This is an optimization exercise on Yosys and OpenROAD, whose aim is small area, a short achievable clock period and few clock cycles, not a production implementation. RTL that was checked went through simulation tests only; none was proved equivalent to the original. For run 1, only the layout was checked, not whether the RTL still works. Power and IR drop assume default switching activity.

==> design/flow/design.v <==
module happy_face (
    input wire signed [31:0] s_x,
    input wire signed [31:0] s_y,
    input wire signed [31:0] height,
    input wire __clock,
    input wire __reset,
    input wire __start,
    input wire __ready,
    output reg __valid,
    output reg __done,
    output reg signed [31:0] __output_0,
    output reg signed [31:0] __output_1
);
    localparam [2:0] IDLE = 3'd0, INIT = 3'd1, CIRC = 3'd2, EPRE = 3'd3,
                     EYE = 3'd4, ESW = 3'd5, DONE = 3'd6, NEGM = 3'd7;
    reg [2:0] ph;
    reg [2:0] k;       
    reg eye;           
    reg neg;           
    reg decr;          
    reg contf;         
    reg lastcolf;      
    reg [9:0] x;       
    reg [10:0] y;      
    reg [11:0] s;      
    reg [11:0] g;      
    reg [9:0] q;       
    wire adv = __ready | ~__valid;
    wire go = ~__start & ~__reset & adv;
    wire iINIT = (ph == INIT);
    wire iCIRC = (ph == CIRC);
    wire iEPRE = (ph == EPRE);
    wire iEYE = (ph == EYE);
    wire iESW = (ph == ESW);
    wire iDONE = (ph == DONE);
    wire iNEGM = (ph == NEGM);
    wire k0 = (k == 3'd0), k1 = (k == 3'd1), k2 = (k == 3'd2), k3 = (k == 3'd3);
    wire k4 = (k == 3'd4), k5 = (k == 3'd5), k6 = (k == 3'd6), k7 = (k == 3'd7);
    wire [3:0] n = {eye, k};
    reg [9:0] div3;
    reg [1:0] r3;
    reg [2:0] t3;
    integer b;
    always @* begin
        r3 = 2'd0;
        for (b = 9; b >= 0; b = b - 1) begin
            t3 = {r3, y[b]};
            div3[b] = (t3 >= 3'd3);
            r3 = div3[b] ? (t3 - 3'd3) : t3[1:0];
        end
    end
    reg [9:0] xinc;
    reg [10:0] ydec;
    reg [11:0] sinc;
    reg [11:0] sd;
    reg [12:0] sz;     
    integer i;
    always @* begin
        for (i = 0; i < 10; i = i + 1) xinc[i] = x[i] ^ (&(x | ~((10'd1 << i) - 10'd1)));
        for (i = 0; i < 11; i = i + 1) ydec[i] = y[i] ^ (~|(y & ((11'd1 << i) - 11'd1)));
        for (i = 0; i < 12; i = i + 1) sinc[i] = s[i] ^ (&(s | ~((12'd1 << i) - 12'd1)));
        for (i = 0; i < 13; i = i + 1) sz[i] = ~|(s & ((13'd1 << i) - 13'd1));
        for (i = 0; i < 12; i = i + 1) sd[i] = s[i] ^ (decr & sz[i]);
    end
    wire bneg = decr & sz[12];
    wire dec_now = ~g[11] & (|g[10:0]);         
    wire [11:0] ycmp = {y[10], y} - {2'b00, x};
    wire cont_now = ~ycmp[11];                   
    wire qz = (q == 10'd0);
    wire [11:0] gop = k1 ? {~ydec, 1'b1} : {1'b0, xinc, 1'b1};
    wire [11:0] gsum;
    hf_add12 u_gadd (.a(g), .b(gop), .ci(k1), .s(gsum));
    wire [11:0] x2 = {1'b0, x, 1'b0};
    wire [11:0] y2 = y[10] ? 12'd2 : {y, 1'b0};    
    wire ysg = y[10];
    wire lastrow = (y == 11'd0);
    wire s0_x2 = iCIRC & k1;
    wire s0_s = (iCIRC & (k3 | (k7 & contf))) | iNEGM;
    wire s0_y2 = iCIRC & k5;
    wire s0_y = iCIRC & k7 & ~contf;
    wire s0_sd = iEYE & lastrow & lastcolf;
    wire [11:0] p0 = ({12{s0_x2}} & x2) | ({12{s0_s}} & s) | ({12{s0_y2}} & y2) |
                     ({12{s0_y}} & {1'b0, y}) | ({12{s0_sd}} & sd) |
                     (iEPRE ? 12'd10 : 12'd0) | (iESW ? 12'd20 : 12'd0);
    wire s1_y2 = iCIRC & (k0 | k1 | k2);
    wire s1_s = (iCIRC & k3) | iINIT | iNEGM;
    wire s1_x2 = iCIRC & (k4 | k5 | k6);
    wire s1_sd = (iCIRC & k7 & contf & ~bneg) | (iEYE & lastrow);
    wire s1_x = iCIRC & k7 & ~contf;
    wire [11:0] p1 = ({12{s1_y2}} & y2) | ({12{s1_s}} & s) | ({12{s1_x2}} & x2) |
                     ({12{s1_sd}} & sd) | ({12{s1_x}} & {2'b00, x}) |
                     (iEPRE ? 12'd5 : 12'd0);
    reg inv0, inv1, c0, c1, en0, en1;
    always @* begin
        inv0 = 1'b0; inv1 = 1'b0; c0 = 1'b0; c1 = 1'b0; en0 = 1'b0; en1 = 1'b0;
        case (ph)
            INIT: en1 = 1'b1;
            CIRC: begin
                case (k)
                    3'd0: begin en1 = 1'b1; inv1 = ~ysg; c1 = ~ysg; end
                    3'd1: begin en0 = 1'b1; inv0 = 1'b1; c0 = 1'b1;
                                en1 = 1'b1; inv1 = ysg; c1 = ysg; end
                    3'd2: begin en1 = 1'b1; inv1 = ~ysg; c1 = ~ysg; end
                    3'd3: begin en0 = 1'b1; en1 = 1'b1; end
                    3'd4: begin en1 = 1'b1; inv1 = 1'b1; c1 = 1'b1; end
                    3'd5: begin en0 = 1'b1; inv0 = ~ysg; c0 = ~ysg; en1 = 1'b1; end
                    3'd6: begin en1 = 1'b1; inv1 = 1'b1; c1 = 1'b1; end
                    default: begin
                        if (contf) begin
                            en0 = 1'b1; c0 = 1'b1; en1 = 1'b1; inv1 = bneg;
                        end else begin
                            en0 = ~qz; en1 = ~qz;
                        end
                    end
                endcase
            end
            EPRE: begin en0 = 1'b1; en1 = 1'b1; end
            EYE: begin
                if (!lastrow) begin
                    en1 = 1'b1; c1 = 1'b1;
                end else if (!lastcolf) begin
                    en0 = 1'b1; c0 = 1'b1; en1 = 1'b1; inv1 = 1'b1; c1 = 1'b1;
                end else if (!eye) begin
                    en0 = 1'b1; inv0 = 1'b1; c0 = 1'b1; en1 = 1'b1; inv1 = 1'b1; c1 = 1'b1;
                end
            end
            ESW: begin en0 = 1'b1; inv0 = 1'b1; c0 = 1'b1; end
            NEGM: begin
                case (n)
                    4'd0, 4'd1, 4'd4, 4'd5: begin en1 = 1'b1; inv1 = 1'b1; c1 = 1'b1; end
                    4'd2, 4'd3: en1 = 1'b1;
                    4'd6: begin en0 = 1'b1; en1 = 1'b1; end
                    4'd8, 4'd9: begin en0 = 1'b1; inv0 = 1'b1; c0 = 1'b1; end
                    default: ;
                endcase
            end
            default: ;
        endcase
    end
    wire [19:0] hh = {q, x} & {20{neg & (iINIT | iNEGM)}};
    wire [31:0] d0 = {hh, p0} ^ {32{inv0}};
    wire [31:0] d1 = {hh, p1} ^ {32{inv1}};
    wire [31:0] sum0, sum1;
    hf_add32 u_add0 (.a(__output_0), .b(d0), .ci(c0), .s(sum0));
    hf_add32 u_add1 (.a(__output_1), .b(d1), .ci(c1), .s(sum1));
    always @(posedge __clock) begin
        if (__start) begin
            __output_0 <= s_x;
            __output_1 <= s_y;
        end else if (go) begin
            if (en0) __output_0 <= sum0;
            if (en1) __output_1 <= sum1;
        end
    end
    wire exit_eye = iCIRC & k7 & ~contf & ~qz;
    wire col_next = iEYE & lastrow & ~lastcolf;
    wire eye_switch = iEYE & lastrow & lastcolf & ~eye;
    wire x_inc = (iCIRC & k7 & contf) | col_next;
    wire x_clr = exit_eye | eye_switch;
    wire [9:0] x_next = x_inc ? xinc : (x_clr ? 10'd0 : x);
    always @(posedge __clock) begin
        if (__start) begin
            x <= height[21:12];
            y <= height[10:0];
            s <= height[11:0];
            g <= ~height[11:0];
            q <= height[31:22];
            neg <= height[31];
        end else if (go) begin
            if (x_inc | x_clr) x <= x_next;
            if ((iCIRC & k7 & contf & decr) | (iEYE & ~lastrow)) y <= ydec;
            if (iEPRE | col_next | eye_switch) y <= sd[10:0];
            if (iCIRC & k7 & contf & ~decr) s <= sinc;
            if (exit_eye) s <= {2'b00, q};
            if ((iCIRC & k0) | (iCIRC & k1 & decr)) g <= gsum;
            if (iINIT & ~neg) q <= div3;
            if (iEPRE | iEYE) lastcolf <= (x_next == sd[9:0]);
        end
    end
    always @(posedge __clock) begin
        if (__start) begin
            ph <= INIT;
            __valid <= 1'b0;
            __done <= 1'b0;
        end else if (__reset) begin
            ph <= IDLE;
            __valid <= 1'b0;
            __done <= 1'b0;
        end else if (adv) begin
            case (ph)
                INIT: begin
                    __valid <= 1'b1;
                    k <= 3'd0;
                    eye <= 1'b0;
                    decr <= 1'b0;
                    ph <= neg ? NEGM : CIRC;
                end
                CIRC: begin
                    k <= k + 3'd1;
                    if (k2) begin
                        decr <= dec_now;
                        contf <= cont_now;
                    end
                    if (k7 & ~contf) begin
                        if (qz) begin
                            ph <= DONE;
                            __done <= 1'b1;
                        end else begin
                            ph <= EPRE;
                            __valid <= 1'b0;
                            decr <= 1'b1;
                        end
                    end
                end
                EPRE: begin
                    ph <= EYE;
                    __valid <= 1'b1;
                end
                EYE: begin
                    if (lastrow & lastcolf) begin
                        if (!eye) begin
                            ph <= ESW;
                            __valid <= 1'b0;
                            eye <= 1'b1;
                        end else begin
                            ph <= DONE;
                            __done <= 1'b1;
                        end
                    end
                end
                ESW: begin
                    ph <= EYE;
                    __valid <= 1'b1;
                end
                NEGM: begin
                    {eye, k} <= n + 4'd1;
                    case (n)
                        4'd0, 4'd2, 4'd4, 4'd8: __valid <= 1'b0;
                        4'd11: begin __done <= 1'b1; ph <= DONE; end
                        default: __valid <= 1'b1;
                    endcase
                end
                DONE: begin
                    ph <= IDLE;
                    __valid <= 1'b0;
                    __done <= 1'b0;
                end
                default: __valid <= 1'b0;
            endcase
        end
    end
endmodule
module hf_add32 (
    input wire [31:0] a,
    input wire [31:0] b,
    input wire ci,
    output wire [31:0] s
);
    wire [31:0] p = a ^ b;
    wire [31:0] g = a & b;
    wire gc0 = g[0] | (p[0] & ci);
    wire G1 = g[1] | (p[1] & gc0);
    wire G2 = g[3] | (p[3] & g[2]);
    wire P2 = p[3] & p[2];
    wire G3 = g[5] | (p[5] & g[4]);
    wire P3 = p[5] & p[4];
    wire G4 = g[7] | (p[7] & g[6]);
    wire P4 = p[7] & p[6];
    wire G5 = g[9] | (p[9] & g[8]);
    wire P5 = p[9] & p[8];
    wire G6 = g[11] | (p[11] & g[10]);
    wire P6 = p[11] & p[10];
    wire G7 = g[13] | (p[13] & g[12]);
    wire P7 = p[13] & p[12];
    wire G8 = g[15] | (p[15] & g[14]);
    wire P8 = p[15] & p[14];
    wire G9 = g[17] | (p[17] & g[16]);
    wire P9 = p[17] & p[16];
    wire G10 = g[19] | (p[19] & g[18]);
    wire P10 = p[19] & p[18];
    wire G11 = g[21] | (p[21] & g[20]);
    wire P11 = p[21] & p[20];
    wire G12 = g[23] | (p[23] & g[22]);
    wire P12 = p[23] & p[22];
    wire G13 = g[25] | (p[25] & g[24]);
    wire P13 = p[25] & p[24];
    wire G14 = g[27] | (p[27] & g[26]);
    wire P14 = p[27] & p[26];
    wire G15 = g[29] | (p[29] & g[28]);
    wire P15 = p[29] & p[28];
    wire G16 = g[31] | (p[31] & g[30]);
    wire P16 = p[31] & p[30];
    wire G17 = G2 | (P2 & G1);
    wire G18 = G4 | (P4 & G3);
    wire P18 = P4 & P3;
    wire G19 = G6 | (P6 & G5);
    wire P19 = P6 & P5;
    wire G20 = G8 | (P8 & G7);
    wire P20 = P8 & P7;
    wire G21 = G10 | (P10 & G9);
    wire P21 = P10 & P9;
    wire G22 = G12 | (P12 & G11);
    wire P22 = P12 & P11;
    wire G23 = G14 | (P14 & G13);
    wire P23 = P14 & P13;
    wire G24 = G16 | (P16 & G15);
    wire P24 = P16 & P15;
    wire G25 = G18 | (P18 & G17);
    wire G26 = G20 | (P20 & G19);
    wire P26 = P20 & P19;
    wire G27 = G22 | (P22 & G21);
    wire P27 = P22 & P21;
    wire G28 = G24 | (P24 & G23);
    wire P28 = P24 & P23;
    wire G29 = G26 | (P26 & G25);
    wire G30 = G28 | (P28 & G27);
    wire P30 = P28 & P27;
    wire G31 = G30 | (P30 & G29);
    wire G32 = G27 | (P27 & G29);
    wire G33 = G19 | (P19 & G25);
    wire G34 = G21 | (P21 & G29);
    wire G35 = G23 | (P23 & G32);
    wire G36 = G3 | (P3 & G17);
    wire G37 = G5 | (P5 & G25);
    wire G38 = G7 | (P7 & G33);
    wire G39 = G9 | (P9 & G29);
    wire G40 = G11 | (P11 & G34);
    wire G41 = G13 | (P13 & G32);
    wire G42 = G15 | (P15 & G35);
    wire G43 = g[2] | (p[2] & G1);
    wire G44 = g[4] | (p[4] & G17);
    wire G45 = g[6] | (p[6] & G36);
    wire G46 = g[8] | (p[8] & G25);
    wire G47 = g[10] | (p[10] & G37);
    wire G48 = g[12] | (p[12] & G33);
    wire G49 = g[14] | (p[14] & G38);
    wire G50 = g[16] | (p[16] & G29);
    wire G51 = g[18] | (p[18] & G39);
    wire G52 = g[20] | (p[20] & G34);
    wire G53 = g[22] | (p[22] & G40);
    wire G54 = g[24] | (p[24] & G32);
    wire G55 = g[26] | (p[26] & G41);
    wire G56 = g[28] | (p[28] & G35);
    wire G57 = g[30] | (p[30] & G42);
    assign s[0] = p[0] ^ ci;
    assign s[1] = p[1] ^ gc0;
    assign s[2] = p[2] ^ G1;
    assign s[3] = p[3] ^ G43;
    assign s[4] = p[4] ^ G17;
    assign s[5] = p[5] ^ G44;
    assign s[6] = p[6] ^ G36;
    assign s[7] = p[7] ^ G45;
    assign s[8] = p[8] ^ G25;
    assign s[9] = p[9] ^ G46;
    assign s[10] = p[10] ^ G37;
    assign s[11] = p[11] ^ G47;
    assign s[12] = p[12] ^ G33;
    assign s[13] = p[13] ^ G48;
    assign s[14] = p[14] ^ G38;
    assign s[15] = p[15] ^ G49;
    assign s[16] = p[16] ^ G29;
    assign s[17] = p[17] ^ G50;
    assign s[18] = p[18] ^ G39;
    assign s[19] = p[19] ^ G51;
    assign s[20] = p[20] ^ G34;
    assign s[21] = p[21] ^ G52;
    assign s[22] = p[22] ^ G40;
    assign s[23] = p[23] ^ G53;
    assign s[24] = p[24] ^ G32;
    assign s[25] = p[25] ^ G54;
    assign s[26] = p[26] ^ G41;
    assign s[27] = p[27] ^ G55;
    assign s[28] = p[28] ^ G35;
    assign s[29] = p[29] ^ G56;
    assign s[30] = p[30] ^ G42;
    assign s[31] = p[31] ^ G57;
endmodule
module hf_add12 (
    input wire [11:0] a,
    input wire [11:0] b,
    input wire ci,
    output wire [11:0] s
);
    wire [11:0] p = a ^ b;
    wire [11:0] g = a & b;
    wire gc0 = g[0] | (p[0] & ci);
    wire G1 = g[1] | (p[1] & gc0);
    wire G2 = g[3] | (p[3] & g[2]);
    wire P2 = p[3] & p[2];
    wire G3 = g[5] | (p[5] & g[4]);
    wire P3 = p[5] & p[4];
    wire G4 = g[7] | (p[7] & g[6]);
    wire P4 = p[7] & p[6];
    wire G5 = g[9] | (p[9] & g[8]);
    wire P5 = p[9] & p[8];
    wire G6 = g[11] | (p[11] & g[10]);
    wire P6 = p[11] & p[10];
    wire G7 = G2 | (P2 & G1);
    wire G8 = G4 | (P4 & G3);
    wire P8 = P4 & P3;
    wire G9 = G6 | (P6 & G5);
    wire P9 = P6 & P5;
    wire G10 = G8 | (P8 & G7);
    wire G11 = G9 | (P9 & G10);
    wire G12 = G3 | (P3 & G7);
    wire G13 = G5 | (P5 & G10);
    wire G14 = g[2] | (p[2] & G1);
    wire G15 = g[4] | (p[4] & G7);
    wire G16 = g[6] | (p[6] & G12);
    wire G17 = g[8] | (p[8] & G10);
    wire G18 = g[10] | (p[10] & G13);
    assign s[0] = p[0] ^ ci;
    assign s[1] = p[1] ^ gc0;
    assign s[2] = p[2] ^ G1;
    assign s[3] = p[3] ^ G14;
    assign s[4] = p[4] ^ G7;
    assign s[5] = p[5] ^ G15;
    assign s[6] = p[6] ^ G12;
    assign s[7] = p[7] ^ G16;
    assign s[8] = p[8] ^ G10;
    assign s[9] = p[9] ^ G17;
    assign s[10] = p[10] ^ G13;
    assign s[11] = p[11] ^ G18;
endmodule
==> design/flow/run.sh <==
#!/bin/bash
# synth_recipe.tcl (not shown) runs the flow's synth.tcl, then flattens the netlist and writes it again
# the make line also repeats each setting of config.mk as NAME=value (left out here)
make -C /OpenROAD-flow-scripts/flow DESIGN_CONFIG=/design/flow/config.mk WORK_HOME=/design/flow/orfs CLKGATE_MAP_FILE= SYNTH_SCRIPT=/design/flow/synth_recipe.tcl finish
==> design/flow/config.mk <==
export PLATFORM = sky130hd
export DESIGN_NAME = happy_face
export DESIGN_NICKNAME = happy_face
export VERILOG_FILES = /design/flow/design.v
export SDC_FILE = /design/flow/constraint.sdc
export NUM_CORES = 4
export LEC_CHECK = 0
export CAP_MARGIN = 20
export CORE_MARGIN = 2
export CORE_UTILIZATION = 40
export SLEW_MARGIN = 20
==> design/flow/constraint.sdc <==
create_clock -name core_clock -period 20.0 [get_ports {__clock}]
set_input_delay 4.0000 -clock core_clock [delete_from_list [all_inputs] [get_ports {__clock}]]
set_output_delay 4.0000 -clock core_clock [all_outputs]
set_load 0.01 [all_outputs]
==> flow_summary.toml, run 1 <==
[outcome]
status = "complete, no violations"

[global_routing]
antenna_found_initial = 0
overflow = 0
grt_first_pass_wirelength_um = 58800
grt_usage_pct = 23.3
grt_pass1_vias = 10432
grt_max_degree = 98

[die]
row_count = 64
chipHeight_um = 180
core_region_area_mm2 = 0.0305
die_w_um = 180
ioPinCount = 166
start_util_pct = 40.5
dieArea_mm2 = 0.0323

[yosys]
synth_flop_cell = "edfxtp_1"
synth-seq-area-share_pct = 31.7
synthCells = 1366
synth_warnings = 1
ys_ff_latch = 132
synthTopCellsByArea = "edfxtp_1 (31%), ha_1 (10%), fa_1 (6.5%)"
syn_nets = 1609
async_reset_ff_share_pct = 0
ys_types = 83
synthesis.area_mm2 = 0.0123
synth_top_cell_by_area = "edfxtp_1"
synth_edf_count = 127
yosysTopAreaCellShare_pct = 30.9
avgSynthCellArea_um2 = 9.04

[clock_network]
root_buffer = "clkbuf_16"
cts_buffers = 17
cts_tree = "yes"
cts_setup_buffers = 0
clk_latency_ns = 0.43
post_cts_resized = 0
htreeDepth = 4
clkTransAtPathRegs_ns = 0.06
cts.sinks = 132
cts_max_path_buffers = 2
ctsHoldBuffers = 0

[timing]
skew_ns = 0.0155
hold_ws_ns = 0.517
fmax_mhz = 130
rsz0062_at_grt = "no"
min_period_ns = 7.71
hold_viol = 0
relSlewSlack_pct = 20.6
period_share_pct = 38.6
drv_slew = 0
setup_viol = 0
worst_pin_slew_ns = 1.19
timing.setup.tns_ns = 0

[drt]
drc = 0
post_drt_via_cell_ratio = 5.56
drt_iter0_markers = 1195
drt_wl_total_um = 38200
ant_nets = 0
dr_total_vias = 10602
firstDrtPassIters = 10
wire_per_inst_um = 20.0

[job]
max-cap-violations = 0

[critical_path]
critPathArrivalTime_ns = 7.86
regToRegEndpoint = "__output_0[31]"
crit_type = "reg -> reg"
cp.buffers_inverters = 3
cp_max_fo = 32
endpoint_kind = "register"
cp_slowest_cell = "edfxtp_1"
rr_startpoint = "y[1]"
critPathTopFamily = "compound AO/OA/AOI/OAI gates"
cp_num_cells = 29
r2r_slack_ns = 12.29
r2r_cells = 29
slowest_delay_ns = 0.54
crit_required_ns = 20.14
start_kind = "register"

[layout]
areaGrowthSynthToFinish_pct = 21.6
final_common_cell = "nand2_1"
final_cell_mix = "nand2_1 (176), clkdlybuf4s50_1 (164), o21ai_0 (149)"
drive_gt1_share_pct = 6.42
stdcell_area_mm2 = 0.0150
fin_nets = 1741
antennaDiodeCount = 0

[min_path]
min_path_type = "reg -> reg"
min_to = "__done"
worstHoldPathCells = 2
min_from = "__done"

[placed_design]
place_area_mm2 = 0.0144
port_buffers = 165
dpl.hpwl_um = 29800
place_congestion = 0.964

[power]
peakVddDrop_v = 0.0000518
p_per_area_mw_per_mm2 = 78.9
power_leakage_uw = 0.00616
==> tightest hold or removal path: cells and delay by family, from the launching register on <==
kind,cells,cell delay [ns]
AOI/OAI and AO/OA,1,0.11
DFF,1,0.31
and+or+nand+nor,1,0.06
==> cells by family (layout without fill, tap and decap cells) <==
logic type,after synthesis,after routing,synth area share (%)
flops,132,132,31.7
compound gates,372,372,19.2
buf+inv,186,331,5.92
fa+ha+maj,143,143,16.9
simple gates,363,363,13.6
mux,29,29,2.58
xor+xnor,141,141,10.0
==> cell usage after synthesis, types with 8 or more instances <==
cell,n
nand2_1,176
o21ai_0,152
edfxtp_1,127
inv_1,119
ha_1,103
nor2_1,77
xnor2_1,76
xor2_1,65
a21oi_1,60
clkbuf_1,52
fa_1,40
a21o_1,27
nor3_1,18
mux2_2,17
nand3_1,15
a222oi_1,14
and3_1,14
a21boi_0,13
o21a_1,13
nor4_1,11
mux2i_1,10
nand2b_1,9
nor2b_1,9
o211ai_1,9
o31ai_1,8
==> per-stage QoR <==
step | setup slack, ns | utilization [%] | power (µW) | cells
after floorplan | 12.45 | - | 685 | 1366
after global placement | 12.54 | 47.1 | 842 | 1874
after detailed placement | 12.32 | 47.1 | 850 | 1874
after CTS | 12.28 | 49.1 | 1190 | 1906
after global routing | 11.64 | 49.2 | 1260 | 1907
final | 12.29 | 49.2 | 1180 | 1907
==> worst max path at each step <==
stage / to / start / slack [ns]
after global placement: __output_1[31] / s[1] / 12.54
final: __output_0[31] / y[1] / 12.29
after detailed placement: __output_0[31] / y[1] / 12.32
after global routing: __output_1[31] / s[1] / 11.64
after CTS: __output_0[31] / y[1] / 12.28
after floorplan: __output_1[0] / __start / 12.45
==> state kept, by name, summed over array words and instances, names as in the netlist <==
signal,flops
__done,1
__output_0,32
__output_1,32
__valid,1
contf,1
decr,1
eye,1
g,12
k,3
lastcolf,1
neg,1
ph,3
q,10
s,12
x,10
y,11
==> layer usage <==
layer / global-route usage [%] / wire length (µm) / share of wire, %
met1: 31.9 / 17400 / 45
met5: 0 / 0 / 0
met4: 6.18 / 783 / 2.1
met2: 38.0 / 17700 / 46
met3: 4.01 / 2320 / 6.1
==> report_power, final <==
| part | switching (µW) | total, µW | internal (µW) |
|---|---|---|---|
| registers | 49.4 | 407 | 358 |
| logic | 232 | 439 | 207 |
| clock network | 140 | 339 | 198 |
==> layout make-up <==
cell class | instances | area [µm²]
clock buffer | 18 | 429
multi-input combinational | 1048 | 7770
sequential | 132 | 3910
clock inverter | 14 | 178
timing repair buffer | 179 | 1770
inverter | 120 | 450
fill | 2936 | 15500
tap | 396 | 495
==> inputs of run 2 (changes only) <==
--- a/design/flow/design.v
+++ b/design/flow/design.v
@@ -27,2 +27,6 @@
     reg [9:0] q;       
+    reg [1:0] r3;      
+    reg lastrowf;      
+    reg bnegf;         
+    reg qzf;           
     wire adv = __ready | ~__valid;
@@ -39,14 +43,2 @@
     wire [3:0] n = {eye, k};
-    reg [9:0] div3;
-    reg [1:0] r3;
-    reg [2:0] t3;
-    integer b;
-    always @* begin
-        r3 = 2'd0;
-        for (b = 9; b >= 0; b = b - 1) begin
-            t3 = {r3, y[b]};
-            div3[b] = (t3 >= 3'd3);
-            r3 = div3[b] ? (t3 - 3'd3) : t3[1:0];
-        end
-    end
     reg [9:0] xinc;
@@ -64,3 +56,3 @@
     end
-    wire bneg = decr & sz[12];
+    wire bneg = bnegf;
     wire dec_now = ~g[11] & (|g[10:0]);         
@@ -68,3 +60,22 @@
     wire cont_now = ~ycmp[11];                   
-    wire qz = (q == 10'd0);
+    wire qz = qzf;
+    wire [3:0] dv = {r3, q[9:8]};
+    reg [1:0] qd, rn;
+    always @* begin
+        case (dv)
+            4'd0: begin qd = 2'd0; rn = 2'd0; end
+            4'd1: begin qd = 2'd0; rn = 2'd1; end
+            4'd2: begin qd = 2'd0; rn = 2'd2; end
+            4'd3: begin qd = 2'd1; rn = 2'd0; end
+            4'd4: begin qd = 2'd1; rn = 2'd1; end
+            4'd5: begin qd = 2'd1; rn = 2'd2; end
+            4'd6: begin qd = 2'd2; rn = 2'd0; end
+            4'd7: begin qd = 2'd2; rn = 2'd1; end
+            4'd8: begin qd = 2'd2; rn = 2'd2; end
+            4'd9: begin qd = 2'd3; rn = 2'd0; end
+            4'd10: begin qd = 2'd3; rn = 2'd1; end
+            default: begin qd = 2'd3; rn = 2'd2; end
+        endcase
+    end
+    wire divstep = iCIRC & (x == 10'd0) & (k0 | k1 | k2 | k3 | k4);
     wire [11:0] gop = k1 ? {~ydec, 1'b1} : {1'b0, xinc, 1'b1};
@@ -75,3 +86,3 @@
     wire ysg = y[10];
-    wire lastrow = (y == 11'd0);
+    wire lastrow = lastrowf;
     wire s0_x2 = iCIRC & k1;
@@ -160,2 +171,5 @@
     wire [9:0] x_next = x_inc ? xinc : (x_clr ? 10'd0 : x);
+    wire y_dn = (iCIRC & k7 & contf & decr) | (iEYE & ~lastrow);
+    wire y_ld = iEPRE | col_next | eye_switch;
+    wire [10:0] y_next = y_ld ? sd[10:0] : (y_dn ? ydec : y);
     always @(posedge __clock) begin
@@ -170,4 +184,3 @@
             if (x_inc | x_clr) x <= x_next;
-            if ((iCIRC & k7 & contf & decr) | (iEYE & ~lastrow)) y <= ydec;
-            if (iEPRE | col_next | eye_switch) y <= sd[10:0];
+            if (y_dn | y_ld) y <= y_next;
             if (iCIRC & k7 & contf & ~decr) s <= sinc;
@@ -175,3 +188,13 @@
             if ((iCIRC & k0) | (iCIRC & k1 & decr)) g <= gsum;
-            if (iINIT & ~neg) q <= div3;
+            if (iINIT & ~neg) begin
+                q <= y[9:0];
+                r3 <= 2'd0;
+            end
+            if (divstep) begin
+                q <= {q[7:0], qd};
+                r3 <= rn;
+            end
+            if (iCIRC & k5) qzf <= (q == 10'd0);
+            if (iCIRC & k2) bnegf <= dec_now & sz[12];
+            if (iEPRE | iEYE) lastrowf <= (y_next == 11'd0);
             if (iEPRE | iEYE) lastcolf <= (x_next == sd[9:0]);
==> flow_summary.toml, run 2 <==
[clock_network]
post_cts_resized = 0
clk_latency_ns = 0.44
root_buffer = "clkbuf_16"
cts_tree = "yes"
htreeDepth = 4
clkTransAtPathRegs_ns = 0.06
cts_setup_buffers = 0
ctsHoldBuffers = 0
cts_buffers = 17
cts.sinks = 137
cts_max_path_buffers = 2

[placed_design]
port_buffers = 165
place_congestion = 0.938
dpl.hpwl_um = 32100
place_area_mm2 = 0.0147

[layout]
top_regs = "__output_0: 32 flops, __output_1: 32 flops"
final_common_cell = "nand2_1"
areaGrowthSynthToFinish_pct = 20.4
antennaDiodeCount = 0
stdcell_area_mm2 = 0.0153
drive_gt1_share_pct = 5.85
final_cell_mix = "nand2_1 (182), clkdlybuf4s50_1 (164), o21ai_0 (150)"
post-route-util_pct = 48.7
fin_nets = 1785

[drt]
met3_length_um = 2750
m1WireLength_um = 17800
highest_layer = "met4"
drt_wl_total_um = 41300
drc = 0
firstDrtPassIters = 5
dr_total_vias = 11070
ant_nets = 0
drt_iter0_markers = 1015
wl_met2_um = 19300
wire_per_inst_um = 21.1
post_drt_via_cell_ratio = 5.65

[die]
chipHeight_um = 182
core_region_area_mm2 = 0.0314
row_count = 65
ioPinCount = 166
die_w_um = 182
start_util_pct = 40.5
dieArea_mm2 = 0.0332

[power]
power_uw = 1230
peakVddDrop_v = 0.0000507
power_leakage_uw = 0.00600
p_per_area_mw_per_mm2 = 80.3

[critical_path]
start_kind = "register"
startpoint = "k[1]"
cp.buffers_inverters = 1
crit_required_ns = 20.16
rr_startpoint = "k[1]"
r2r_cells = 23
critPathTopFamily = "compound AO/OA/AOI/OAI gates"
endpoint_kind = "register"
cp_max_fo = 19
slowest_delay_ns = 0.69
cp_slowest_cell = "nor2_1"
crit_type = "reg -> reg"
crit_chain = "inv_1 -> ha_1 -> nand2_1 -> nor2_1 -> a222oi_1 -> nand2_1 -> a21oi_1 -> xnor2_1 -> ha_1 -> o21ai_0 -> a21oi_1 -> o21ai_0 -> a21oi_1 -> a21oi_1 -> o21ai_0 -> a211oi_1 -> nor2_1 -> o41ai_1 -> fa_1 -> xnor2_1 -> xnor2_1 -> xnor2_1 -> o21ai_0"
cp_num_cells = 23
critPathArrivalTime_ns = 6.54

[yosys]
synth_top_cell_by_area = "edfxtp_1"
ys_types = 81
synthTopCellsByArea = "edfxtp_1 (31%), ha_1 (10%), fa_1 (6.3%)"
synth-seq-area-share_pct = 32.0
synthesis.area_mm2 = 0.0127
synth_edf_count = 132
synth_warnings = 1
synthTopCellsByCount = "nand2_1 (182), o21ai_0 (152), edfxtp_1 (132)"
avgSynthCellArea_um2 = 8.93
syn_nets = 1665
yosysMostFrequentCell = "nand2_1"
synthCells = 1423
yosysTopAreaCellShare_pct = 31.2
synth_flop_cell = "edfxtp_1"
ys_ff_latch = 137
async_reset_ff_share_pct = 0

[global_routing]
grt_pass1_vias = 10964
overflow = 0
grt_max_degree = 99
antenna_found_initial = 0
grt_usage_pct = 25.0
grt_first_pass_wirelength_um = 63300

[timing]
setup_viol = 0
rsz0062_at_grt = "no"
hold_viol = 0
timing.setup.tns_ns = 0
relSlewSlack_pct = 29.6
worst_pin_slew_ns = 1.05
drv_slew = 0
fmax_mhz = 157
min_period_ns = 6.38
hold_ws_ns = 0.522
period_share_pct = 31.9
skew_ns = 0.0152

[job]
max-cap-violations = 0

[min_path]
worstHoldPathCells = 2
min_from = "__done"
min_path_type = "reg -> reg"

[outcome]
status = "complete, no violations"
-- run 2: tightest hold or removal path, delay by kind of cell (launching register included) --
| family | cells | cell delay [ns] |
|---|---|---|
| flip-flops | 1 | 0.31 |
| AO/OA/AOI/OAI | 1 | 0.11 |
| AND/OR/NAND/NOR | 1 | 0.06 |
-- run 2: layer usage --
layer	vias to the layer above	GRT usage, %
li1	5260	-
met1	5257	32.5
met2	469	41.7
met3	84	4.17
met4	0	9.90
met5	-	0
-- run 2: layout make-up --
type                            count  area (µm²)
Timing Repair Buffer              178        1750
Clock inverter                     15         178
Sequential cell                   137        4060
Inverter                          106         398
Fill cell                        2980       16100
Multi-Input combinational cell   1103        7970
Clock buffer                       17         425
Tap cell                          402         503
-- run 2: stage by stage --
step / cells / setup WS [ns]
floorplan: 1423 / 12.48
global placement: 1926 / 13.64
detailed placement: 1926 / 13.62
CTS: 1958 / 13.72
global route: 1958 / 12.99
finish: 1958 / 13.62
-- run 2: where the power goes --
part | total (µW) | switching (µW) | internal [µW]
clock network | 335 | 139 | 196
logic | 461 | 243 | 218
registers | 432 | 58.3 | 373
total | 1230 | 440 | 787
-- run 2: worst paths after layout --
path	slack, ns	to
setup reg to reg	13.62	__output_0[31]
hold reg to reg	0.52	__done
setup / recovery	13.62	__output_0[31]
hold / removal	0.52	__done
-- run 2: cells by family after synthesis --
logic type	after synthesis	share of synthesized area, %
compound gates	386	18.7
xor+xnor	142	9.79
fa+ha+maj	142	16.3
buf+inv	183	5.68
flops	137	32.0
mux	35	2.92
simple gates	398	14.6
Testbench counts of run 2, summed over its fixed seeds: cycles 31,968.
==> inputs of run 3 (changes only) <==
==> design/flow/flow/run.sh (new file) <==
#!/bin/bash
# Standard layout, with plain buffers on the ports instead of delay buffers and no dummy
# loads in the clock tree.
set -euo pipefail
export BUFFER_PORTS_ARGS="-buffer_cell sky130_fd_sc_hd__buf_1"
export CTS_ARGS="-sink_clustering_enable -repair_clock_nets -dont_use_dummy_load"
bash standard.sh > standard.log 2>&1
==> design/flow/standard.sh (new file) <==
#!/bin/bash
# synth_recipe.tcl (not shown) runs the flow's synth.tcl, then flattens the netlist and writes it again
# the make line also repeats each setting of config.mk as NAME=value (left out here)
make -C /OpenROAD-flow-scripts/flow DESIGN_CONFIG=/design/flow/config.mk WORK_HOME=/design/flow/orfs CLKGATE_MAP_FILE= SYNTH_SCRIPT=/design/flow/synth_recipe.tcl "${@:-finish}"
removed: design/flow/run.sh
==> flow_summary.toml, run 3 <==
[outcome]
status = "complete, no violations"

[die]
dieArea_mm2 = 0.0332
row_count = 65
start_util_pct = 40.5
chipHeight_um = 182
core_region_area_mm2 = 0.0314
ioPinCount = 166
die_w_um = 182

[min_path]
min_path_type = "reg -> reg"
min_from = "__done"

[yosys]
avgSynthCellArea_um2 = 8.93
synth_flop_cell = "edfxtp_1"
synthTopCellsByCount = "nand2_1 (182), o21ai_0 (152), edfxtp_1 (132)"
async_reset_ff_share_pct = 0
syn_nets = 1665
synth_warnings = 1
synthesis.area_mm2 = 0.0127
synth_top_cell_by_area = "edfxtp_1"
synth_edf_count = 132
yosysMostFrequentCell = "nand2_1"
synthTopCellsByArea = "edfxtp_1 (31%), ha_1 (10%), fa_1 (6.3%)"
ys_ff_latch = 137
synth-seq-area-share_pct = 32.0
ys_types = 81
yosysTopAreaCellShare_pct = 31.2
synthCells = 1423

[drt]
drt_wl_total_um = 40600
firstDrtPassIters = 8
ant_nets = 0
drt_iter0_markers = 984
drc = 0
wire_per_inst_um = 20.9
post_drt_via_cell_ratio = 5.70
dr_total_vias = 11093

[global_routing]
grt.busiest_layer = "met2"
grt_first_pass_wirelength_um = 62300
grt_usage_pct = 24.6
grt_max_degree = 86
use_met2_pct = 40.7
grt_pass1_vias = 11066
use_met1_pct = 32.2
overflow = 0
antenna_found_initial = 0
met3_usage_pct = 3.85

[layout]
antennaDiodeCount = 0
instances_no_fill = 1945
final_cell_mix = "nand2_1 (182), buf_1 (164), o21ai_0 (150)"
top_regs = "__output_0: 32 flops, __output_1: 32 flops"
drive_gt1_share_pct = 5.12
fin_nets = 1787
areaGrowthSynthToFinish_pct = 11.2
final_common_cell = "nand2_1"
fill_cells = 3152

[timing]
min_period_ns = 6.27
period_share_pct = 31.4
layout_setup_ws_ns = 13.73
setup_viol = 0
drv_slew = 0
skew_ns = 0.0267
hold_viol = 0
relSlewSlack_pct = 27.3
rsz0062_at_grt = "no"
fmax_mhz = 159
worst_pin_slew_ns = 1.08
timing.setup.tns_ns = 0

[clock_network]
clkTransAtPathRegs_ns = 0.05
cts_buffers = 17
post_cts_resized = 0
root_buffer = "clkbuf_16"
clk_latency_ns = 0.45
cts_tree = "yes"
cts.sinks = 137
htreeDepth = 4
ctsHoldBuffers = 0
cts_setup_buffers = 0
cts_max_path_buffers = 2

[power]
power_uw = 1120
comb_power_share_pct = 37.7
p_int_uw = 696
swShare_pct = 37.6
peakVddDrop_v = 0.0000537
pwr-share-seq_pct = 38.7
power_leakage_uw = 0.00550
p_switching_uw = 419
p_per_area_mw_per_mm2 = 78.9
clkPwrFrac_pct = 23.5

[critical_path]
start_kind = "register"
rr_startpoint = "ph[0]"
critPathArrivalTime_ns = 6.43
startpoint = "ph[0]"
cp_max_fo = 23
r2r_slack_ns = 13.73
endpoint_kind = "register"
crit_required_ns = 20.15
crit_type = "reg -> reg"

[placed_design]
dpl.hpwl_um = 31600
port_buffers = 165
dp_slack_ns = 13.46
place_congestion = 0.984
placedCellCount = 1927

[job]
max-cap-violations = 0
-- run 3: kinds of logic after synthesis --
kind of cell | count (synthesis) | share of synthesized area (%)
buffers and inverters | 183 | 5.68
XOR/XNOR | 142 | 9.79
multiplexers | 35 | 2.92
AND/OR/NAND/NOR | 398 | 14.6
AO/OA/AOI/OAI | 386 | 18.7
flip-flops | 137 | 32.0
adder cells (fa/ha/maj) | 142 | 16.3
-- run 3: worst paths after layout --
path | end | cells past startpoint
max reg2reg | __output_0[31] | 22
min | __done | 2
max | __output_0[31] | 22
min reg2reg | __done | 2
-- run 3: through the flow --
stage | instance area (µm²) | hold WS, ns | util (%)
floorplan | 12700 | 0.532 | -
global placement | 13700 | 0.517 | 43.6
detailed placement | 13700 | 0.520 | 43.6
CTS | 14100 | 0.528 | 44.9
global route | 14100 | 0.619 | 45.0
finish | 14100 | 0.521 | 45.0
-- run 3: final cells by class --
type | count | area [µm²] | area share [%]
multi-input cells | 1103 | 7980 | 56.5
flip-flops and latches | 137 | 4060 | 28.8
repair buffers | 180 | 756 | 5.35
well taps | 402 | 503 | 3.56
clock buffers | 17 | 425 | 3.01
inverters | 106 | 398 | 2.82
-- run 3: power by group through the flow --
stage	clock [µW]	combinational, µW	sequential [µW]
4_1_cts	268	422	430
3_5_place_dp	0	419	436
2_1_floorplan	0	295	418
5_1_grt	276	478	436
3_3_place_gp	0	408	435
6_report	263	421	432
-- run 3: critical path, cell delays in order, from the launching register on --
cell       delay [ns]
dfxtp_1          0.82
nand4bb_1        0.40
inv_1            0.12
nand2_1          0.45
nor2_1           0.08
a221oi_1         0.54
xor2_1           0.18
fa_1             0.43
fa_1             0.42
nand2b_1         0.17
a21oi_1          0.12
o21ai_0          0.12
a21oi_1          0.20
a21oi_1          0.19
o21ai_0          0.36
a211oi_1         0.14
nor2_1           0.18
o41ai_1          0.11
fa_1             0.41
xnor2_1          0.18
xnor2_1          0.16
xnor2_1          0.14
o21ai_0          0.08
-- run 3: per-layer routing --
layer  routed length [µm]  part of all wire (%)
met5                    0                     0
met4                 1490                   3.7
met3                 2900                   7.1
met2                18900                    46
met1                17300                    43
==> inputs of run 4 (changes only) <==
==> design/flow/flow/run.sh (replaced) <==
#!/bin/bash
# Standard layout, with plain buffers on the ports instead of delay buffers, no dummy loads in
# the clock tree, and timing repair that aims well below the clock period.
set -euo pipefail
export BUFFER_PORTS_ARGS="-buffer_cell sky130_fd_sc_hd__buf_1"
export CTS_ARGS="-sink_clustering_enable -repair_clock_nets -dont_use_dummy_load"
export SETUP_SLACK_MARGIN=14.5
export TNS_END_PERCENT=0
bash standard.sh > standard.log 2>&1
==> flow_summary.toml, run 4 <==
[layout]
post-route-util_pct = 46.3
register_area_mm2 = 0.00407
fin_nets = 1808
multi_input_area_mm2 = 0.00820
final_cell_mix = "nand2_1 (178), buf_1 (164), o21ai_0 (145)"
drive_gt1_share_pct = 8.82
fill_cells = 3130
top_regs = "__output_0: 32 flops, __output_1: 32 flops"
antennaDiodeCount = 0
final_common_cell = "nand2_1"
areaGrowthSynthToFinish_pct = 14.5

[placed_design]
dpl.hpwl_um = 31800
place_congestion = 0.950
port_buffers = 165

[yosys]
synthCells = 1423
avgSynthCellArea_um2 = 8.93
synth_top_cell_by_area = "edfxtp_1"
synthesis.area_mm2 = 0.0127
synthTopCellsByCount = "nand2_1 (182), o21ai_0 (152), edfxtp_1 (132)"
yosysTopAreaCellShare_pct = 31.2
async_reset_ff_share_pct = 0
synthTopCellsByArea = "edfxtp_1 (31%), ha_1 (10%), fa_1 (6.3%)"
ys_ff_latch = 137
ys_types = 81
synth_edf_count = 132
synth_flop_cell = "edfxtp_1"
syn_nets = 1665
yosysMostFrequentCell = "nand2_1"
synth-seq-area-share_pct = 32.0
synth_warnings = 1

[clock_network]
cts_buffers = 17
htreeDepth = 4
cts.sinks = 137
root_buffer = "clkbuf_16"
clkTransAtPathRegs_ns = 0.06
clk_latency_ns = 0.45
cts_max_path_buffers = 2
ctsHoldBuffers = 0
cts_tree = "yes"

[global_routing]
overflow = 0
grt_first_pass_wirelength_um = 63500
grt_usage_pct = 25.3
antenna_found_initial = 0
grt_pass1_vias = 10710
grt_max_degree = 83

[power]
p_switching_uw = 420
p_per_area_mw_per_mm2 = 77.0
comb_power_share_pct = 38.0
clkPwrFrac_pct = 23.2
peakVddDrop_v = 0.0000569
power_leakage_uw = 0.00569
pwr-share-seq_pct = 38.8
p_int_uw = 701
swShare_pct = 37.5

[drt]
ant_nets = 0
drt_wl_total_um = 42300
firstDrtPassIters = 7
drc = 0
drt_iter0_markers = 1032
wire_per_inst_um = 21.5
post_drt_via_cell_ratio = 5.72
dr_total_vias = 11250

[timing]
relSlewSlack_pct = 30.8
min_period_ns = 5.72
drv_slew = 0
fmax_mhz = 175
period_share_pct = 28.6
setup_viol = 0
hold_viol = 0
rsz0062_at_grt = "yes"
skew_ns = 0.0205
worst_pin_slew_ns = 1.04
timing.setup.tns_ns = 0

[critical_path]
regToRegEndpoint = "__output_0[31]"
rr_startpoint = "s[0]"
cp_max_fo = 42
critPathArrivalTime_ns = 5.78
crit_required_ns = 20.06
start_kind = "input pin"
endpoint_kind = "register"
r2r_cells = 25
crit_type = "in -> reg"
crit_path_end = "__output_1[11]"
r2r_slack_ns = 14.48
startpoint = "__start"

[job]
max-cap-violations = 0

[die]
row_count = 65
chipHeight_um = 182
die_w_um = 182
start_util_pct = 40.5
dieArea_mm2 = 0.0332
ioPinCount = 166
core_region_area_mm2 = 0.0314

[min_path]
min_path_type = "reg -> reg"

[outcome]
status = "complete, no violations"
run 4: cell counts after synthesis:
Identical to the previous run, type by type.
run 4: worst min-delay path by stage:
| stage | start | to | slack, ns | cells past startpoint |
|---|---|---|---|---|
| global route | __done | __done | 0.58 | 2 |
| global placement | __done | __done | 0.52 | 2 |
| finish | __done | __done | 0.53 | 2 |
| detailed placement | __done | __done | 0.52 | 2 |
| CTS | __done | __done | 0.53 | 2 |
| floorplan | __done | __done | 0.53 | 2 |
run 4: power groups by stage:
stage	sequential [µW]	clock [µW]	combinational, µW
floorplan	417	0	297
global placement	438	0	401
detailed placement	438	0	410
CTS	433	266	419
global route	439	275	481
finish	434	260	426
run 4: stage by stage:
step | instance area [µm²] | hold WS, ns | std cells | total power (µW) | worst slack (ns)
floorplan | 12800 | 0.532 | 1423 | 715 | 14.31
global placement | 13700 | 0.521 | 1923 | 838 | 13.61
detailed placement | 13700 | 0.520 | 1923 | 848 | 13.56
CTS | 14300 | 0.529 | 1948 | 1120 | 14.17
global route | 14600 | 0.576 | 1966 | 1200 | 14.16
finish | 14600 | 0.526 | 1966 | 1120 | 14.28
run 4: critical path, stage by stage:
cell and delay, ns:
clkbuf_4 0.31, or3_4 0.63, o21ai_2 0.81
run 4: area by class of cell:
cell class	count	share of cell area [%]
clock buffer	17	2.92
inverter	106	2.73
multi-input combinational	1105	56.4
sequential	137	28.0
tap	402	3.46
timing repair buffer	199	6.53
run 4: logic make-up (layout without fill, tap and decap cells):
logic type	count (synthesis)	count (layout)	synth area share (%)
AO/OA/AOI/OAI	386	388	18.7
XOR/XNOR	142	142	9.79
adder cells (fa/ha/maj)	142	142	16.3
buffers and inverters	183	322	5.68
flip-flops	137	137	32.0
multiplexers	35	35	2.92
AND/OR/NAND/NOR	398	398	14.6
run 4: timing repair:
action | CTS | global route
setup endpoints to repair | 128 | 151
buffers inserted | 5 | 17
resized for setup | 25 | 35
pin swaps | 4 | 11
cloned | 3 | 0
run 4: per-layer routing:
layer  up-vias  wire length (µm)  GRT usage, %
met2       504             19200          40.1
met3        79              3110          4.19
met5         -                 0             0
met4         0              1280          9.32
met1      5358             18700          35.0
li1       5309                 -             -
==> inputs of run 5 (changes only) <==
--- a/design/flow/flow/run.sh
+++ b/design/flow/flow/run.sh
@@ -7,3 +7,2 @@
 export SETUP_SLACK_MARGIN=14.5
-export TNS_END_PERCENT=0
 bash standard.sh > standard.log 2>&1
==> flow_summary.toml, run 5 <==
[drt]
post_drt_via_cell_ratio = 5.78
ant_nets = 0
drt_iter0_markers = 1145
dr_total_vias = 11549
drt_wl_total_um = 42100
drc = 0
wire_per_inst_um = 21.1
firstDrtPassIters = 5

[clock_network]
cts_max_path_buffers = 2
ctsHoldBuffers = 0
clk_latency_ns = 0.45
htreeDepth = 4
cts.sinks = 137
cts_tree = "yes"
clkTransAtPathRegs_ns = 0.06
root_buffer = "clkbuf_16"
cts_buffers = 17

[placed_design]
dp_slack_ns = 13.53
dpl.hpwl_um = 31200
port_buffers = 165
place_area_mm2 = 0.0137
place_congestion = 0.960

[yosys]
yosysMostFrequentCell = "nand2_1"
ys_types = 81
avgSynthCellArea_um2 = 8.93
async_reset_ff_share_pct = 0
synth-seq-area-share_pct = 32.0
yosysTopAreaCellShare_pct = 31.2
ys_ff_latch = 137
synth_edf_count = 132
synth_warnings = 1
synthTopCellsByArea = "edfxtp_1 (31%), ha_1 (10%), fa_1 (6.3%)"
synth_top_cell_by_area = "edfxtp_1"
synthCells = 1423
synthTopCellsByCount = "nand2_1 (182), o21ai_0 (152), edfxtp_1 (132)"
synth_flop_cell = "edfxtp_1"
syn_nets = 1665
synthesis.area_mm2 = 0.0127

[layout]
stdcell_area_mm2 = 0.0151
antennaDiodeCount = 0
areaGrowthSynthToFinish_pct = 18.8
final_cell_mix = "nand2_1 (175), buf_1 (164), o21ai_0 (145)"
drive_gt1_share_pct = 12.5
top_regs = "__output_0: 32 flops, __output_1: 32 flops"
post-route-util_pct = 48.1
final_common_cell = "nand2_1"
fin_nets = 1840
fill_cells = 3080

[critical_path]
crit_type = "in -> reg"
rr_startpoint = "k[1]"
critPathArrivalTime_ns = 5.59
endpoint_kind = "register"
startpoint = "__start"
crit_chain = "buf_4 -> buf_8 -> buf_12 -> mux2_2"
start_kind = "input pin"
slowest_delay_ns = 0.39
cp_max_fo = 87
crit_required_ns = 20.19
cp_slowest_cell = "buf_4"

[timing]
fmax_mhz = 185
drv_slew = 0
timing.setup.tns_ns = 0
hold_viol = 0
layout_setup_ws_ns = 14.60
setup_viol = 0
skew_ns = 0.0162
min_period_ns = 5.40
rsz0062_at_grt = "yes"
worst_pin_slew_ns = 0.921
period_share_pct = 27.0
relSlewSlack_pct = 38.0

[die]
die_w_um = 182
chipHeight_um = 182
start_util_pct = 40.5
core_region_area_mm2 = 0.0314
dieArea_mm2 = 0.0332
ioPinCount = 166
row_count = 65

[power]
p_per_area_mw_per_mm2 = 76.0
peakVddDrop_v = 0.0000567
power_leakage_uw = 0.00594
power_uw = 1150

[global_routing]
grt_first_pass_wirelength_um = 62900
grt_max_degree = 88
antenna_found_initial = 0
overflow = 0
grt_usage_pct = 25.1
grt_pass1_vias = 10977

[min_path]
min_from = "__done"
min_path_type = "reg -> reg"

[job]
max-cap-violations = 0

[outcome]
status = "complete, no violations"
[run 5: cell counts after synthesis]
No cell type changed its count.
[run 5: final cells by class]
type                    count  area (µm²)  share of cell area (%)
repair buffers            231        1250                    8.30
well taps                 402         503                    3.33
flip-flops and latches    137        4070                    27.0
multi-input cells        1105        8440                    55.9
inverters                 106         398                    2.64
clock buffers              17         425                    2.82
[run 5: logic make-up (layout without fill, tap and decap cells)]
| family | after synthesis | in the layout | share of synthesized area (%) |
|---|---|---|---|
| compound gates | 386 | 388 | 18.7 |
| xor+xnor | 142 | 142 | 9.79 |
| fa+ha+maj | 142 | 142 | 16.3 |
| buf+inv | 183 | 354 | 5.68 |
| flops | 137 | 137 | 32.0 |
| mux | 35 | 35 | 2.92 |
| simple gates | 398 | 398 | 14.6 |
[run 5: worst paths after layout]
| path | endpoint | cells after the start | slack [ns] |
|---|---|---|---|
| setup / recovery | __output_0[6] | 4 | 14.60 |
| hold / removal | __done | 2 | 0.59 |
| setup reg to reg | __output_1[31] | 27 | 14.68 |
| hold reg to reg | __done | 2 | 0.59 |
[run 5: metal layers]
layer / vias up / track usage, % / part of all wire (%)
met5: - / 0 / 0
met4: 0 / 10.4 / 3.9
met3: 101 / 4.27 / 6.7
met2: 490 / 39.7 / 45
met1: 5585 / 34.0 / 44
li1: 5373 / - / -
[run 5: repair_timing]
action / 4_1_cts / 5_1_grt
hold endpoints to repair: 0 / 0
pin swaps: 10 / 27
gates cloned: 3 / 1
buffers inserted: 23 / 30
endpoints found under the setup margin: 137 / 68
resized for setup: 36 / 74
[run 5: critical path: cells and delay by family]
kind | cells | cell delay (ns)
multiplexers | 1 | 0.37
buffers and inverters | 3 | 1.09
[run 5: power breakdown]
| group | total (µW) | switching [µW] | internal, µW |
|---|---|---|---|
| clock network | 263 | 116 | 147 |
| logic | 452 | 257 | 195 |
| registers | 432 | 58.7 | 374 |
| total | 1150 | 432 | 715 |
[run 5: metrics by stage]
step                      cells  hold WS [ns]
after detailed placement   1923         0.573
after floorplan            1423         0.532
after global placement     1923         0.537
final                      1998         0.589
after CTS                  1966         0.587
after global routing       1998         0.603
==> inputs of run 6 (changes only) <==
--- a/design/flow/design.v
+++ b/design/flow/design.v
@@ -16,3 +16,3 @@
     reg [2:0] ph;
-    reg [2:0] k;       
+    reg [7:0] k;       
     reg eye;           
@@ -40,5 +40,4 @@
     wire iNEGM = (ph == NEGM);
-    wire k0 = (k == 3'd0), k1 = (k == 3'd1), k2 = (k == 3'd2), k3 = (k == 3'd3);
-    wire k4 = (k == 3'd4), k5 = (k == 3'd5), k6 = (k == 3'd6), k7 = (k == 3'd7);
-    wire [3:0] n = {eye, k};
+    wire k0 = k[0], k1 = k[1], k2 = k[2], k3 = k[3];
+    wire k4 = k[4], k5 = k[5], k6 = k[6], k7 = k[7];
     reg [9:0] xinc;
@@ -109,19 +108,17 @@
             CIRC: begin
-                case (k)
-                    3'd0: begin en1 = 1'b1; inv1 = ~ysg; c1 = ~ysg; end
-                    3'd1: begin en0 = 1'b1; inv0 = 1'b1; c0 = 1'b1;
-                                en1 = 1'b1; inv1 = ysg; c1 = ysg; end
-                    3'd2: begin en1 = 1'b1; inv1 = ~ysg; c1 = ~ysg; end
-                    3'd3: begin en0 = 1'b1; en1 = 1'b1; end
-                    3'd4: begin en1 = 1'b1; inv1 = 1'b1; c1 = 1'b1; end
-                    3'd5: begin en0 = 1'b1; inv0 = ~ysg; c0 = ~ysg; en1 = 1'b1; end
-                    3'd6: begin en1 = 1'b1; inv1 = 1'b1; c1 = 1'b1; end
-                    default: begin
-                        if (contf) begin
-                            en0 = 1'b1; c0 = 1'b1; en1 = 1'b1; inv1 = bneg;
-                        end else begin
-                            en0 = ~qz; en1 = ~qz;
-                        end
+                if (k0) begin en1 = 1'b1; inv1 = ~ysg; c1 = ~ysg; end
+                if (k1) begin en0 = 1'b1; inv0 = 1'b1; c0 = 1'b1;
+                              en1 = 1'b1; inv1 = ysg; c1 = ysg; end
+                if (k2) begin en1 = 1'b1; inv1 = ~ysg; c1 = ~ysg; end
+                if (k3) begin en0 = 1'b1; en1 = 1'b1; end
+                if (k4) begin en1 = 1'b1; inv1 = 1'b1; c1 = 1'b1; end
+                if (k5) begin en0 = 1'b1; inv0 = ~ysg; c0 = ~ysg; en1 = 1'b1; end
+                if (k6) begin en1 = 1'b1; inv1 = 1'b1; c1 = 1'b1; end
+                if (k7) begin
+                    if (contf) begin
+                        en0 = 1'b1; c0 = 1'b1; en1 = 1'b1; inv1 = bneg;
+                    end else begin
+                        en0 = ~qz; en1 = ~qz;
                     end
-                endcase
+                end
             end
@@ -139,9 +136,6 @@
             NEGM: begin
-                case (n)
-                    4'd0, 4'd1, 4'd4, 4'd5: begin en1 = 1'b1; inv1 = 1'b1; c1 = 1'b1; end
-                    4'd2, 4'd3: en1 = 1'b1;
-                    4'd6: begin en0 = 1'b1; en1 = 1'b1; end
-                    4'd8, 4'd9: begin en0 = 1'b1; inv0 = 1'b1; c0 = 1'b1; end
-                    default: ;
-                endcase
+                if (~eye & (k0 | k1 | k4 | k5)) begin en1 = 1'b1; inv1 = 1'b1; c1 = 1'b1; end
+                if (~eye & (k2 | k3)) en1 = 1'b1;
+                if (~eye & k6) begin en0 = 1'b1; en1 = 1'b1; end
+                if (eye & (k0 | k1)) begin en0 = 1'b1; inv0 = 1'b1; c0 = 1'b1; end
             end
@@ -172,3 +166,3 @@
     wire y_dn = (iCIRC & k7 & contf & decr) | (iEYE & ~lastrow);
-    wire y_ld = iEPRE | col_next | eye_switch;
+    wire y_ld = iINIT | iEPRE | col_next | eye_switch;
     wire [10:0] y_next = y_ld ? sd[10:0] : (y_dn ? ydec : y);
@@ -177,3 +171,2 @@
             x <= height[21:12];
-            y <= height[10:0];
             s <= height[11:0];
@@ -189,3 +182,3 @@
             if (iINIT & ~neg) begin
-                q <= y[9:0];
+                q <= s[9:0];
                 r3 <= 2'd0;
@@ -207,2 +200,3 @@
             __done <= 1'b0;
+            decr <= 1'b0;
         end else if (__reset) begin
@@ -215,3 +209,3 @@
                     __valid <= 1'b1;
-                    k <= 3'd0;
+                    k <= 8'd1;
                     eye <= 1'b0;
@@ -221,3 +215,3 @@
                 CIRC: begin
-                    k <= k + 3'd1;
+                    k <= {k[6:0], k[7]};
                     if (k2) begin
@@ -258,8 +252,10 @@
                 NEGM: begin
-                    {eye, k} <= n + 4'd1;
-                    case (n)
-                        4'd0, 4'd2, 4'd4, 4'd8: __valid <= 1'b0;
-                        4'd11: begin __done <= 1'b1; ph <= DONE; end
-                        default: __valid <= 1'b1;
-                    endcase
+                    k <= {k[6:0], k[7]};
+                    if (k7) eye <= 1'b1;
+                    if (eye & k3) begin
+                        __done <= 1'b1;
+                        ph <= DONE;
+                    end else begin
+                        __valid <= ~((~eye & (k0 | k2 | k4)) | (eye & k0));
+                    end
                 end
==> flow_summary.toml, run 6 <==
[layout]
final_common_cell = "nand2_1"
top_regs = "__output_0: 32 flops, __output_1: 32 flops"
fin_nets = 1790
stdcell_area_mm2 = 0.0149
antennaDiodeCount = 0
areaGrowthSynthToFinish_pct = 19.1
drive_gt1_share_pct = 12.0
final_cell_mix = "nand2_1 (171), buf_1 (164), edfxtp_1 (136)"

[timing]
timing.setup.tns_ns = 0
fmax_mhz = 183
rsz0062_at_grt = "yes"
relSlewSlack_pct = 30.4
hold_viol = 0
min_period_ns = 5.47
skew_ns = 0.0283
worst_pin_slew_ns = 1.04
period_share_pct = 27.4
drv_slew = 0
setup_viol = 0

[critical_path]
crit_type = "in -> reg"
cp_max_fo = 51
critPathArrivalTime_ns = 5.58
endpoint_kind = "register"
start_kind = "input pin"
crit_required_ns = 20.11

[yosys]
avgSynthCellArea_um2 = 9.08
yosysTopAreaCellShare_pct = 32.7
synth_top_cell_by_area = "edfxtp_1"
async_reset_ff_share_pct = 0
synthTopCellsByCount = "nand2_1 (175), edfxtp_1 (136), o21ai_0 (131)"
synthTopCellsByArea = "edfxtp_1 (33%), ha_1 (9.4%), fa_1 (6.4%)"
yosysMostFrequentCell = "nand2_1"
syn_nets = 1611
synth_flop_cell = "edfxtp_1"
synth_edf_count = 136
synth_warnings = 1
synth-seq-area-share_pct = 33.6
synthCells = 1377
ys_types = 73
ys_ff_latch = 142
synthesis.area_mm2 = 0.0125

[clock_network]
clkTransAtPathRegs_ns = 0.06
root_buffer = "clkbuf_16"
clk_latency_ns = 0.45
cts_tree = "yes"
ctsHoldBuffers = 0
cts_max_path_buffers = 2
cts_buffers = 17
cts.sinks = 142
htreeDepth = 4

[placed_design]
place_area_mm2 = 0.0135
dpl.hpwl_um = 31000
port_buffers = 165
place_congestion = 0.971

[die]
row_count = 64
start_util_pct = 40.8
ioPinCount = 166
dieArea_mm2 = 0.0327
core_region_area_mm2 = 0.0307
die_w_um = 181
chipHeight_um = 181

[drt]
drt_wl_total_um = 41800
drc = 0
ant_nets = 0
wire_per_inst_um = 21.4
dr_total_vias = 11276
firstDrtPassIters = 9
drt_iter0_markers = 1132
post_drt_via_cell_ratio = 5.78

[power]
swShare_pct = 37.1
pwr-share-seq_pct = 38.0
p_int_uw = 719
peakVddDrop_v = 0.0000464
power_leakage_uw = 0.00574
p_per_area_mw_per_mm2 = 76.7
comb_power_share_pct = 38.7
p_switching_uw = 424
clkPwrFrac_pct = 23.3

[global_routing]
antenna_found_initial = 0
grt_usage_pct = 25.5
grt_max_degree = 66
grt_first_pass_wirelength_um = 63800
overflow = 0
grt_pass1_vias = 10782

[outcome]
status = "complete, no violations"

[min_path]
min_path_type = "reg -> reg"

[job]
max-cap-violations = 0
run 6: cell types whose count changed after synthesis, sizes merged, moves of 10 or more:
cell / before / now
o21ai: 156 / 138
a222oi: 2 / 13
xnor2: 69 / 52
and3: 8 / 18
inv: 106 / 94
nor2b: 10 / 20
xor2: 73 / 86
run 6: cell families after synthesis:
| logic type | after synthesis | synth area share [%] |
|---|---|---|
| AO/OA/AOI/OAI | 359 | 17.9 |
| XOR/XNOR | 138 | 9.67 |
| adder cells (fa/ha/maj) | 134 | 15.8 |
| buffers and inverters | 167 | 5.14 |
| flip-flops | 142 | 33.6 |
| multiplexers | 31 | 2.64 |
| AND/OR/NAND/NOR | 406 | 15.2 |
run 6: area by class of cell:
type / count / area (µm²)
fill: 2965 / 15800
tap: 396 / 495
sequential: 142 / 4210
multi-input combinational: 1069 / 8070
inverter: 95 / 364
timing repair buffer: 231 / 1320
clock buffer: 17 / 425
run 6: worst max-delay path, cell delays in order:
cell and delay, ns:
clkbuf_4 0.37, nor3_2 0.54, o21ai_0 0.32, nand2_2 0.33
run 6: path summary, 6_finish.rpt:
check / startpoint / endpoint / slack [ns] / depth (start not counted)
max reg2reg: s[1] / __output_0[31] / 14.54 / 24
max: __start / s[5] / 14.53 / 4
min reg2reg: __done / __done / 0.51 / 2
min: __done / __done / 0.51 / 2
run 6: per-stage QoR:
step           setup slack (ns)  cells  total power (µW)  utilization (%)  hold slack (ns)
2_1_floorplan             14.38   1377               712                -            0.519
6_report                  14.53   1950              1140             48.5            0.506
4_1_cts                   14.33   1917              1120             46.9            0.510
3_5_place_dp              13.49   1878               842             44.0            0.504
5_1_grt                   14.40   1950              1220             48.5            0.538
3_3_place_gp              13.38   1877               833             43.9            0.495
run 6: routing by layer:
layer	GRT usage (%)	part of all wire, %	up-vias
met5	0	0	-
met4	11.0	4.3	0
met3	4.62	8.2	94
met2	39.3	45	529
met1	35.1	43	5373
li1	-	-	5280
run 6: power by group through the flow:
stage	Sequential, µW	Clock [µW]	Combinational [µW]
floorplan	427	0	284
global placement	439	0	394
detailed placement	440	0	402
CTS	433	271	421
finish	434	266	442
global route	439	281	501
run 6: timing repair:
item	CTS	global route
buffers inserted	18	32
pin swaps	9	36
gates cloned	4	1
resized for setup	50	63
setup endpoints to repair	149	15
Testbench counts of run 6, summed over its fixed seeds: cycles 31,968.
==> inputs of run 7 (changes only) <==
--- a/design/flow/config.mk
+++ b/design/flow/config.mk
@@ -9,3 +9,3 @@
 export CORE_MARGIN = 2
-export CORE_UTILIZATION = 40
+export CORE_UTILIZATION = 65
 export SLEW_MARGIN = 20
==> flow_summary.toml, run 7 <==
[drt]
ant_nets = 0
m1WireLength_um = 16200
wl_met2_um = 17600
highest_layer = "met4"
wire_per_inst_um = 22.7
post_drt_via_cell_ratio = 6.58
met3_length_um = 4830
drt_wl_total_um = 40700
drc = 0
drt_iter0_markers = 1578
dr_total_vias = 11808
firstDrtPassIters = 9

[die]
dieArea_mm2 = 0.0204
start_util_pct = 66.6
ioPinCount = 166
core_region_area_mm2 = 0.0188
row_count = 50
die_w_um = 143
chipHeight_um = 143

[yosys]
synth_top_family_by_area = "compound AO/OA/AOI/OAI gates"
yosysTopAreaCellShare_pct = 32.7
synthTopCellsByArea = "edfxtp_1 (33%), ha_1 (9.4%), fa_1 (6.4%)"
synth_flop_cell = "edfxtp_1"
yosysMostFrequentCell = "nand2_1"
synth_mux_area_share_pct = 2.64
synthXorXnorAreaFrac_pct = 9.67
async_reset_ff_share_pct = 0
synth-compound-area-share_pct = 17.9
synth_top_cell_by_area = "edfxtp_1"
syn_nets = 1611
synth-seq-area-share_pct = 33.6
synthAdderAreaFrac_pct = 15.8
avgSynthCellArea_um2 = 9.08
ys_ff_latch = 142
synthSimpleGateAreaFrac_pct = 15.2
synthTopCellsByCount = "nand2_1 (175), edfxtp_1 (136), o21ai_0 (131)"
synthesis.area_mm2 = 0.0125
synthCells = 1377
ys_types = 73
synth_warnings = 1
synth_edf_count = 136

[clock_network]
clk_latency_ns = 0.43
cts_tree = "yes"
cts.sinks = 142
cts_max_path_buffers = 2
clkTransAtPathRegs_ns = 0.06
root_buffer = "clkbuf_16"
cts_buffers = 17
htreeDepth = 4
ctsHoldBuffers = 0

[timing]
fmax_mhz = 182
hold_viol = 0
drv_slew = 0
relSlewSlack_pct = 17.5
skew_ns = 0.0250
period_share_pct = 27.5
min_period_ns = 5.49
rsz0062_at_grt = "yes"
worst_pin_slew_ns = 1.23
timing.setup.tns_ns = 0
setup_viol = 0

[layout]
post-route-util_pct = 78.4
final_common_cell = "nand2_1"
drive_gt1_share_pct = 12.1
instances_no_fill = 1795
antennaDiodeCount = 0
top_regs = "__output_0: 32 flops, __output_1: 32 flops"
fin_nets = 1797
areaGrowthSynthToFinish_pct = 17.7
final_cell_mix = "nand2_1 (172), buf_1 (164), edfxtp_1 (136)"

[critical_path]
endpoint_kind = "register"
critPathArrivalTime_ns = 5.65
crit_required_ns = 20.15
r2r_slack_ns = 14.51
cp_max_fo = 10
crit_type = "reg -> reg"
start_kind = "register"

[global_routing]
grt_usage_pct = 38.2
grt_first_pass_wirelength_um = 59200
antenna_found_initial = 0
grt_max_degree = 78
grt_pass1_vias = 10819
overflow = 0

[power]
p_per_area_mw_per_mm2 = 77.7
peakVddDrop_v = 0.0000587
power_leakage_uw = 0.00574

[placed_design]
placedCellCount = 1716
place_congestion = 1.04
dpl.hpwl_um = 28400
port_buffers = 165

[outcome]
status = "complete, no violations"

[job]
max-cap-violations = 0

[min_path]
min_path_type = "reg -> reg"
==> run 7: cell families after synthesis <==
group                    Yosys count
AO/OA/AOI/OAI                    359
XOR/XNOR                         138
adder cells (fa/ha/maj)          134
buffers and inverters            167
flip-flops                       142
multiplexers                      31
AND/OR/NAND/NOR                  406
==> run 7: critical path: stages, from the launching register on <==
cell	delay, ns
edfxtp_1	0.46
buf_4	0.18
nand2b_1	0.30
nor2_4	0.09
buf_8	0.16
a221oi_4	0.36
xnor2_2	0.11
fa_1	0.39
fa_1	0.44
nor2b_2	0.20
o2111ai_2	0.16
a211oi_2	0.34
a311oi_4	0.11
o31ai_4	0.28
a41oi_2	0.15
a211o_1	0.35
o21a_1	0.21
fa_2	0.35
xor2_1	0.16
xnor2_1	0.20
xnor2_1	0.13
o21ai_0	0.08
==> run 7: worst paths after layout <==
path                             start  cells past startpoint        endpoint
worst min-delay path            __done                      2          __done
worst max register to register    k[7]                     21  __output_0[31]
worst max-delay path              k[7]                     21  __output_0[31]
worst min register to register  __done                      2          __done
==> run 7: cell type report <==
type | instances | area (µm²)
timing repair buffer | 236 | 1340
inverter | 95 | 362
sequential | 142 | 4210
multi-input combinational | 1071 | 8080
fill | 1301 | 4060
clock buffer | 17 | 425
tap | 234 | 293
==> run 7: where the power goes <==
part	internal [µW]	leakage, µW	switching [µW]
combinational	189	0.00415	260
clock	147	0.000209	113
sequential	384	0.00138	50.7
total	720	0.00574	423
==> run 7: layer usage <==
metal / vias up / track usage (%)
met1: 5483 / 53.8
met4: 0 / 15.6
li1: 5294 / -
met2: 876 / 58.0
met5: - / 0
met3: 155 / 7.75
==> run 7: stage by stage <==
stage                     area, µm²  setup slack [ns]  power, µW  hold slack (ns)
final                         14700             14.51       1140            0.500
after detailed placement      13300             13.65        831            0.496
after global placement        13300             13.71        819            0.486
after floorplan               12600             14.38        712            0.519
after CTS                     14000             14.25       1100            0.502
after global routing          14700             14.26       1210            0.552
==> run 7: what timing repair did <==
item | 4_1_cts | 5_1_grt
pin swaps | 6 | 20
resized for setup | 24 | 83
setup buffers | 14 | 39
gates cloned | 3 | 5
setup endpoints to repair | 177 | 213

[separate check: timing with driven ports]
No port has a modelled driver above. Below, the same layouts with a new extraction and two added sets of constraints. Step 1, drivers: a clkbuf_16 drives __clock and a buf_2 each remaining input, both assumed. Step 2 times the ports against the registers' clock, not the clock port: input delays grow and output delays shrink by t, the midpoint of the rising clock arrivals with the driver on. Slacks: ideal / step 1 / step 2; pairs: ideal / step 1.
run	shift t [ns]	setup WS [ns]
run 1	0.474	12.287 / 12.287 / 12.287
run 2	0.485	13.621 / 13.621 / 13.621
run 3	0.483	13.728 / 13.728 / 13.512
run 4	0.492	14.278 / 14.310 / 13.818
run 5	0.491	14.599 / 14.628 / 14.136
run 6	0.485	14.530 / 14.541 / 14.075
run 7	0.467	14.506 / 14.506 / 14.118
After both steps setup and hold are still met in every run listed.
